This design comes from an exercise in tuning for small area on the open sky130 flow, not from production work. The RTL was checked by simulation tests, not by an equivalence proof against the original design. Power is estimated from default activity; no workload was simulated.

==> flow/design.v (excerpt) <==
module	dblcordicpll (
		input	wire			i_clk,
		input	wire			i_reset,
		input	wire			i_ld,
		input	wire	[31:0]		i_step,
		input	wire			i_ce,
		input	wire	signed	[15:0]	i_input,
		input	wire	[4:0]		i_lgcoeff,
		output	wire	[15:0]		o_err
	);
Size in the first run: about 3700 cells after synthesis, roughly 340 flip-flops, about 73 I/O pins, ~28000 µm² of cells after synthesis.
==> flow/config.mk <==
export PLATFORM = sky130hd
export DESIGN_NAME = dblcordicpll
export DESIGN_NICKNAME = dblcordicpll
export VERILOG_FILES = /design/flow/design.v
export SDC_FILE = /design/flow/constraint.sdc
export NUM_CORES = 4
export LEC_CHECK = 0
export ABC_AREA = 1
export CAP_MARGIN = 20
export CORE_MARGIN = 2
export CORE_UTILIZATION = 40
export CTS_BUF_LIST = sky130_fd_sc_hd__clkbuf_8
export CTS_CLUSTER_DIAMETER = 50
export CTS_CLUSTER_SIZE = 12
export SLEW_MARGIN = 20
==> flow/constraint.sdc <==
create_clock -name core_clock -period 10.0 [get_ports {i_clk}]
set_input_delay 2.0000 -clock core_clock [delete_from_list [all_inputs] [get_ports {i_clk}]]
set_output_delay 2.0000 -clock core_clock [all_outputs]
set_load 0.01 [all_outputs]
standard.sh (not shown) runs the stock make flow with config.mk's settings and CLKGATE_MAP_FILE= SYNTH_SCRIPT=/design/flow/synth_recipe.tcl, a recipe that flattens the netlist after the stock synthesis.
==> flow/flow/run.sh <==
#!/bin/bash
# Layout flow: the standard layout (standard.sh: ORFS's synthesis and
# layout, unchanged), except that the input and output port buffers that
# global placement inserts (buffer_ports) use sky130_fd_sc_hd__buf_1 instead
# of the cell buffer_ports would pick by itself.
#
# make's output goes to make.log in this folder; each ORFS step keeps its own
# full log under orfs/logs/.
set -euo pipefail
export BUFFER_PORTS_ARGS="-buffer_cell sky130_fd_sc_hd__buf_1"
bash standard.sh finish > make.log 2>&1
Next try:
==> flow/run.sh (new file) <==
#!/bin/bash
# synth_recipe.tcl (not shown) runs the flow's synth.tcl, then flattens the netlist and writes it again
# the make line also repeats each setting of config.mk as NAME=value (left out here)
make -C /OpenROAD-flow-scripts/flow DESIGN_CONFIG=/design/flow/config.mk WORK_HOME=/design/flow/orfs CLKGATE_MAP_FILE= SYNTH_SCRIPT=/design/flow/synth_recipe.tcl finish
CTS_BUF_LIST = sky130_fd_sc_hd__clkbuf_16   (was sky130_fd_sc_hd__clkbuf_8)
CTS_CLUSTER_DIAMETER = 60   (was 50)
CTS_CLUSTER_SIZE = 20   (was 12)
removed: flow/flow/run.sh
removed: flow/standard.sh
Maximum frequency fell by 1.0%.
Design area went up by 1.8%.
Utilization rose by 0.79 points.
Next try:
CTS_BUF_LIST = sky130_fd_sc_hd__clkbuf_8   (was sky130_fd_sc_hd__clkbuf_16)
CTS_CLUSTER_DIAMETER = 50   (was 60)
CTS_CLUSTER_SIZE = 12   (was 20)
Effect: Final cell count grows by about 0.56%. Power shrinks by about 0.9%. Area after synthesis is unchanged. Worst setup slack improves by 0.011 ns. Design area is about the same.

---

Another version of the RTL of dblcordicpll (not shown whole).
Size: ~3600 cells after synthesis.
Settings: LEC_CHECK=0, ABC_AREA=1, CAP_MARGIN=20, CORE_MARGIN=2, CORE_UTILIZATION=40, CTS_BUF_LIST=sky130_fd_sc_hd__clkbuf_8, CTS_CLUSTER_DIAMETER=60, CTS_CLUSTER_SIZE=18, SLEW_MARGIN=20; clock period 10.0 ns.
==> flow/flow/run.sh <==
#!/bin/bash
# Layout flow: the standard layout (standard.sh: ORFS's synthesis and
# layout, unchanged) with two changes:
#  1. after the standard synthesis, its combinational cells are mapped a second
#     time by ABC, with ORFS's own area script and the platform's don't-use
#     list; every flip-flop, adder cell (fa/ha) and tie cell of the standard
#     synthesis is kept as it is, with its instance name and cell type;
#  2. the port buffers that global placement inserts (buffer_ports) use
#     sky130_fd_sc_hd__buf_1.
# Each tool's output goes to a log of its own in this folder (make_synth.log,
# yosys_reabc.log, make.log); ORFS keeps each step's log under orfs/logs/.
set -euo pipefail
export BUFFER_PORTS_ARGS="-buffer_cell sky130_fd_sc_hd__buf_1"
R=$PWD/orfs/results/$FLOW_PLATFORM/dblcordicpll/base
LIB=$FLOW_HOME/platforms/$FLOW_PLATFORM/lib/sky130_fd_sc_hd__tt_025C_1v80.lib
YOSYS=$FLOW_HOME/../tools/install/yosys/bin/yosys

bash standard.sh synth > make_synth.log 2>&1

cp "$R/1_2_yosys.v" "$R/1_2_yosys_standard.v"
KEEP=$(grep -oE '^\s*sky130_fd_sc_hd__(df|edf|sdf|dl|fa_|ha_|conb)\w*' "$R/1_2_yosys_standard.v" | sort -u | tr -d ' ' | tr '\n' ' ')
{
  echo "read_liberty -ignore_miss_func $LIB"
  echo "read_verilog $R/1_2_yosys_standard.v"
  echo "hierarchy -top $FLOW_TOP"
  echo "blackbox $KEEP"
  echo "flatten"
  echo "opt_clean -purge"
  echo -n "abc -liberty $LIB -script $PWD/flow/reabc.abc -D 10.0"
  for c in $(cat "$PWD/flow/dont_use.txt"); do echo -n " -dont_use $c"; done
  echo
  echo "opt_clean -purge"
  echo "setundef -zero"
  echo "hilomap -singleton -hicell sky130_fd_sc_hd__conb_1 HI -locell sky130_fd_sc_hd__conb_1 LO"
  echo "splitnets"
  echo "opt_clean -purge"
  echo "stat -liberty $LIB"
  echo "write_verilog -noattr -nohex -nodec $R/1_2_yosys.v"
} > reabc.ys
"$YOSYS" -s reabc.ys > yosys_reabc.log 2>&1
# Yosys declares the nets that the (unknown to it) flip-flops drive as reg;
# they are plain nets
sed -i -E 's/^(\s*)reg /\1wire /' "$R/1_2_yosys.v"
{
  echo "read_liberty -lib $LIB"
  echo "read_verilog $R/1_2_yosys.v"
  echo "hierarchy -check -top $FLOW_TOP"
  echo "check -assert"
} > reabc_check.ys
"$YOSYS" -s reabc_check.ys > yosys_reabc_check.log 2>&1

bash standard.sh finish > make.log 2>&1
Other scripts of this flow, unchanged in this note and not shown: flow/flow/dont_use.txt, flow/flow/reabc.abc
The starting point finished with timing, DRC and antenna clean.
Edit:
Settings changed: CTS_CLUSTER_DIAMETER 60 to 50, CTS_CLUSTER_SIZE 18 to 12.
What happened: The changed run completed without violations; core utilization climbs by 0.63 points; count of clock-buffer cells in the layout rose by 19; worst setup slack improves by 0.022 ns; register-to-register slack improves by 0.02 ns; global-route usage goes up by 0.16 points; final area rose by 1.5%; synthesized area stays the same; wire length goes up by about 0.55%; non-clock buffer count stays the same.
Edit:
Settings changed: CTS_CLUSTER_DIAMETER 50 to 60, CTS_CLUSTER_SIZE 12 to 16.
Die area does not change.
Core utilization falls by 0.58 points.
Clock power goes down by 23%.
Global-route usage decreases by 0.20 points.

---

Setup of maple:
dblcordicpll with an RTL version that a note above also has.
==> flow/config.mk <==
export PLATFORM = sky130hd
export DESIGN_NAME = dblcordicpll
export DESIGN_NICKNAME = dblcordicpll
export VERILOG_FILES = /design/flow/design.v
export SDC_FILE = /design/flow/constraint.sdc
export NUM_CORES = 4
export LEC_CHECK = 0
export ABC_AREA = 1
export CAP_MARGIN = 20
export CORE_MARGIN = 2
export CORE_UTILIZATION = 40
export CTS_BUF_LIST = sky130_fd_sc_hd__clkbuf_8
export CTS_CLUSTER_DIAMETER = 50
export CTS_CLUSTER_SIZE = 12
export SLEW_MARGIN = 20
==> flow/constraint.sdc <==
create_clock -name core_clock -period 10.0 [get_ports {i_clk}]
set_input_delay 2.0000 -clock core_clock [delete_from_list [all_inputs] [get_ports {i_clk}]]
set_output_delay 2.0000 -clock core_clock [all_outputs]
set_load 0.01 [all_outputs]
==> flow/flow/run.sh <==
#!/bin/bash
# Layout flow: the standard layout (standard.sh: ORFS's synthesis and
# layout, unchanged) with two changes:
#  1. after the standard synthesis, its combinational cells are mapped a second
#     time by ABC, with ORFS's own area script and the platform's don't-use
#     list; every flip-flop, adder cell (fa/ha) and tie cell of the standard
#     synthesis is kept as it is, with its instance name and cell type;
#  2. the port buffers that global placement inserts (buffer_ports) use
#     sky130_fd_sc_hd__buf_1.
# Each tool's output goes to a log of its own in this folder (make_synth.log,
# yosys_reabc.log, make.log); ORFS keeps each step's log under orfs/logs/.
set -euo pipefail
export BUFFER_PORTS_ARGS="-buffer_cell sky130_fd_sc_hd__buf_1"
R=$PWD/orfs/results/$FLOW_PLATFORM/dblcordicpll/base
LIB=$FLOW_HOME/platforms/$FLOW_PLATFORM/lib/sky130_fd_sc_hd__tt_025C_1v80.lib
YOSYS=$FLOW_HOME/../tools/install/yosys/bin/yosys

bash standard.sh synth > make_synth.log 2>&1

cp "$R/1_2_yosys.v" "$R/1_2_yosys_standard.v"
KEEP=$(grep -oE '^\s*sky130_fd_sc_hd__(fa_|ha_|conb)\w*' "$R/1_2_yosys_standard.v" | sort -u | tr -d ' ' | tr '\n' ' ')
{
  echo "read_liberty -ignore_miss_func $LIB"
  echo "read_verilog $R/1_2_yosys_standard.v"
  echo "hierarchy -top $FLOW_TOP"
  echo "blackbox $KEEP"
  echo "flatten"
  echo "opt_clean -purge"
  echo -n "abc -liberty $LIB -script $PWD/flow/reabc.abc -D 10.0"
  for c in $(cat "$PWD/flow/dont_use.txt"); do echo -n " -dont_use $c"; done
  echo
  echo "opt_clean -purge"
  echo "setundef -zero"
  echo "hilomap -singleton -hicell sky130_fd_sc_hd__conb_1 HI -locell sky130_fd_sc_hd__conb_1 LO"
  echo "splitnets"
  echo "opt_clean -purge"
  echo "stat -liberty $LIB"
  echo "write_verilog -noattr -nohex -nodec $R/1_2_yosys.v"
} > reabc.ys
"$YOSYS" -s reabc.ys > yosys_reabc.log 2>&1
{
  echo "read_liberty -lib $LIB"
  echo "read_verilog $R/1_2_yosys.v"
  echo "hierarchy -check -top $FLOW_TOP"
  echo "check -assert"
} > reabc_check.ys
"$YOSYS" -s reabc_check.ys > yosys_reabc_check.log 2>&1

bash standard.sh finish > make.log 2>&1
==> flow/flow/reabc.abc <==
strash
dch
map -B 0.9
topo
stime -c
buffer -c
upsize -c
dnsize -c
Other scripts of this flow, unchanged in this note and not shown: flow/flow/dont_use.txt
maple: it failed during netlist read-in after synthesis (1_synth), and the tool reported STA-0171.
Inputs modified between maple and delta:
--- a/flow/flow/run.sh
+++ b/flow/flow/run.sh
@@ -19,5 +19,5 @@
 
 cp "$R/1_2_yosys.v" "$R/1_2_yosys_standard.v"
-KEEP=$(grep -oE '^\s*sky130_fd_sc_hd__(fa_|ha_|conb)\w*' "$R/1_2_yosys_standard.v" | sort -u | tr -d ' ' | tr '\n' ' ')
+KEEP=$(grep -oE '^\s*sky130_fd_sc_hd__(df|edf|sdf|dl|fa_|ha_|conb)\w*' "$R/1_2_yosys_standard.v" | sort -u | tr -d ' ' | tr '\n' ' ')
 {
   echo "read_liberty -ignore_miss_func $LIB"
@@ -39,4 +39,7 @@
 } > reabc.ys
 "$YOSYS" -s reabc.ys > yosys_reabc.log 2>&1
+# Yosys declares the nets that the (unknown to it) flip-flops drive as reg;
+# they are plain nets
+sed -i -E 's/^(\s*)reg /\1wire /' "$R/1_2_yosys.v"
 {
   echo "read_liberty -lib $LIB"
## What came out
delta: done, clean on timing, DRC and antenna
Inputs modified between delta and cedar:
- a change of CTS_CLUSTER_SIZE from 12 to 16
- a change of CTS_CLUSTER_DIAMETER from 50 to 60
==> flow/flow/reabc.abc <==
strash
dch
map -B 0.9
topo
stime -c
- Looking at the reports, cedar completed the entire flow and the layout it produced met the timing, DRC and antenna checks.
- NOTE: post-synthesis instance area in cedar falls short of that of delta
- The higher count of buffers not belonging to the clock network in the layout came out of cedar.
- On final cycle utilization of the critical path, delta tracks cedar almost exactly.
- cedar and delta ended up with nearly the same starting utilization of the core area.
- Status: maximum achievable frequency parity (delta, cedar)
- cedar ended up with a lower power dissipated in the clock network than delta did.
- Diff delta -> cedar: total chip power now sits lower; number of placement rows now sits lower; total wire length now sits lower; number of gates on the worst path with buffers counted now sits lower.
Relative to cedar, the following input files were edited for nickel:
- CTS_CLUSTER_SIZE now 12, was 16
- CTS_CLUSTER_DIAMETER now 50, was 60
--- a/flow/flow/run.sh
+++ b/flow/flow/run.sh
@@ -19,5 +19,5 @@
 
 cp "$R/1_2_yosys.v" "$R/1_2_yosys_standard.v"
-KEEP=$(grep -oE '^\s*sky130_fd_sc_hd__(df|edf|sdf|dl|fa_|ha_|conb)\w*' "$R/1_2_yosys_standard.v" | sort -u | tr -d ' ' | tr '\n' ' ')
+KEEP=$(grep -oE '^\s*sky130_fd_sc_hd__(fa_|ha_|conb)\w*' "$R/1_2_yosys_standard.v" | sort -u | tr -d ' ' | tr '\n' ' ')
 {
   echo "read_liberty -ignore_miss_func $LIB"
==> flow/flow/reabc.abc <==
strash
dch
map -B 0.9
topo
stime -c
buffer -c
upsize -c
dnsize -c
Findings:
- cedar finished all stages; the layout is clean.
- Flow for nickel halted at netlist read-in after synthesis (1_synth), error code STA-0171.

[afterwards: timing with drivers on the ports]
In the flow no input, the clock included, has a driving cell. The finished layouts below were timed again as built, in two steps.
Step 1 (the two cells are an assumption about what drives the block):
set clk [get_ports {i_clk}]
set_driving_cell -lib_cell sky130_fd_sc_hd__clkbuf_16 $clk
set_driving_cell -lib_cell sky130_fd_sc_hd__buf_2 [delete_from_list [all_inputs] $clk]
Step 2 adds t to the input delays and takes it off the output delays; t is the mean of the earliest and latest rising clock arrival at the registers after step 1. Input paths then give back, and output paths get back, about the clock's delay inside the block.
Slacks: ideal ports / drivers / drivers and shift; pairs: ideal ports / drivers.
| run | t, ns | setup slack, ns | clock arrival spread, ns | slew at the worst register clock pin (ns) | pins driven straight from the clock port |
|---|---|---|---|---|---|
| the first run of note 1 | 0.712 | 0.633 / 0.633 / 0.633 | 0.035 / 0.035 | 0.08 / 0.08 | 1 |
| the second run of note 1 | 0.629 | 0.536 / 0.536 / 0.536 | 0.026 / 0.025 | 0.08 / 0.08 | 1 |
| the third run of note 1 | 0.716 | 0.547 / 0.547 / 0.547 | 0.048 / 0.049 | 0.09 / 0.09 | 1 |
| the first run of note 2 | 0.692 | 0.596 / 0.596 / 0.564 | 0.048 / 0.048 | 0.11 / 0.11 | 1 |
| the second run of note 2 | 0.719 | 0.618 / 0.618 / 0.557 | 0.040 / 0.040 | 0.08 / 0.08 | 1 |
| the third run of note 2 | 0.689 | 0.606 / 0.606 / 0.564 | 0.052 / 0.052 | 0.11 / 0.11 | 1 |
| delta | 0.701 | 0.634 / 0.634 / 0.634 | 0.030 / 0.029 | 0.09 / 0.09 | 1 |
| cedar | 0.695 | 0.627 / 0.627 / 0.627 | 0.042 / 0.042 | 0.11 / 0.11 | 1 |
After both steps every run listed still meets setup and hold. The setup slack of the second run of note 2, which loses most, moves by 0.000 ns with the drivers and by -0.061 ns with both steps.
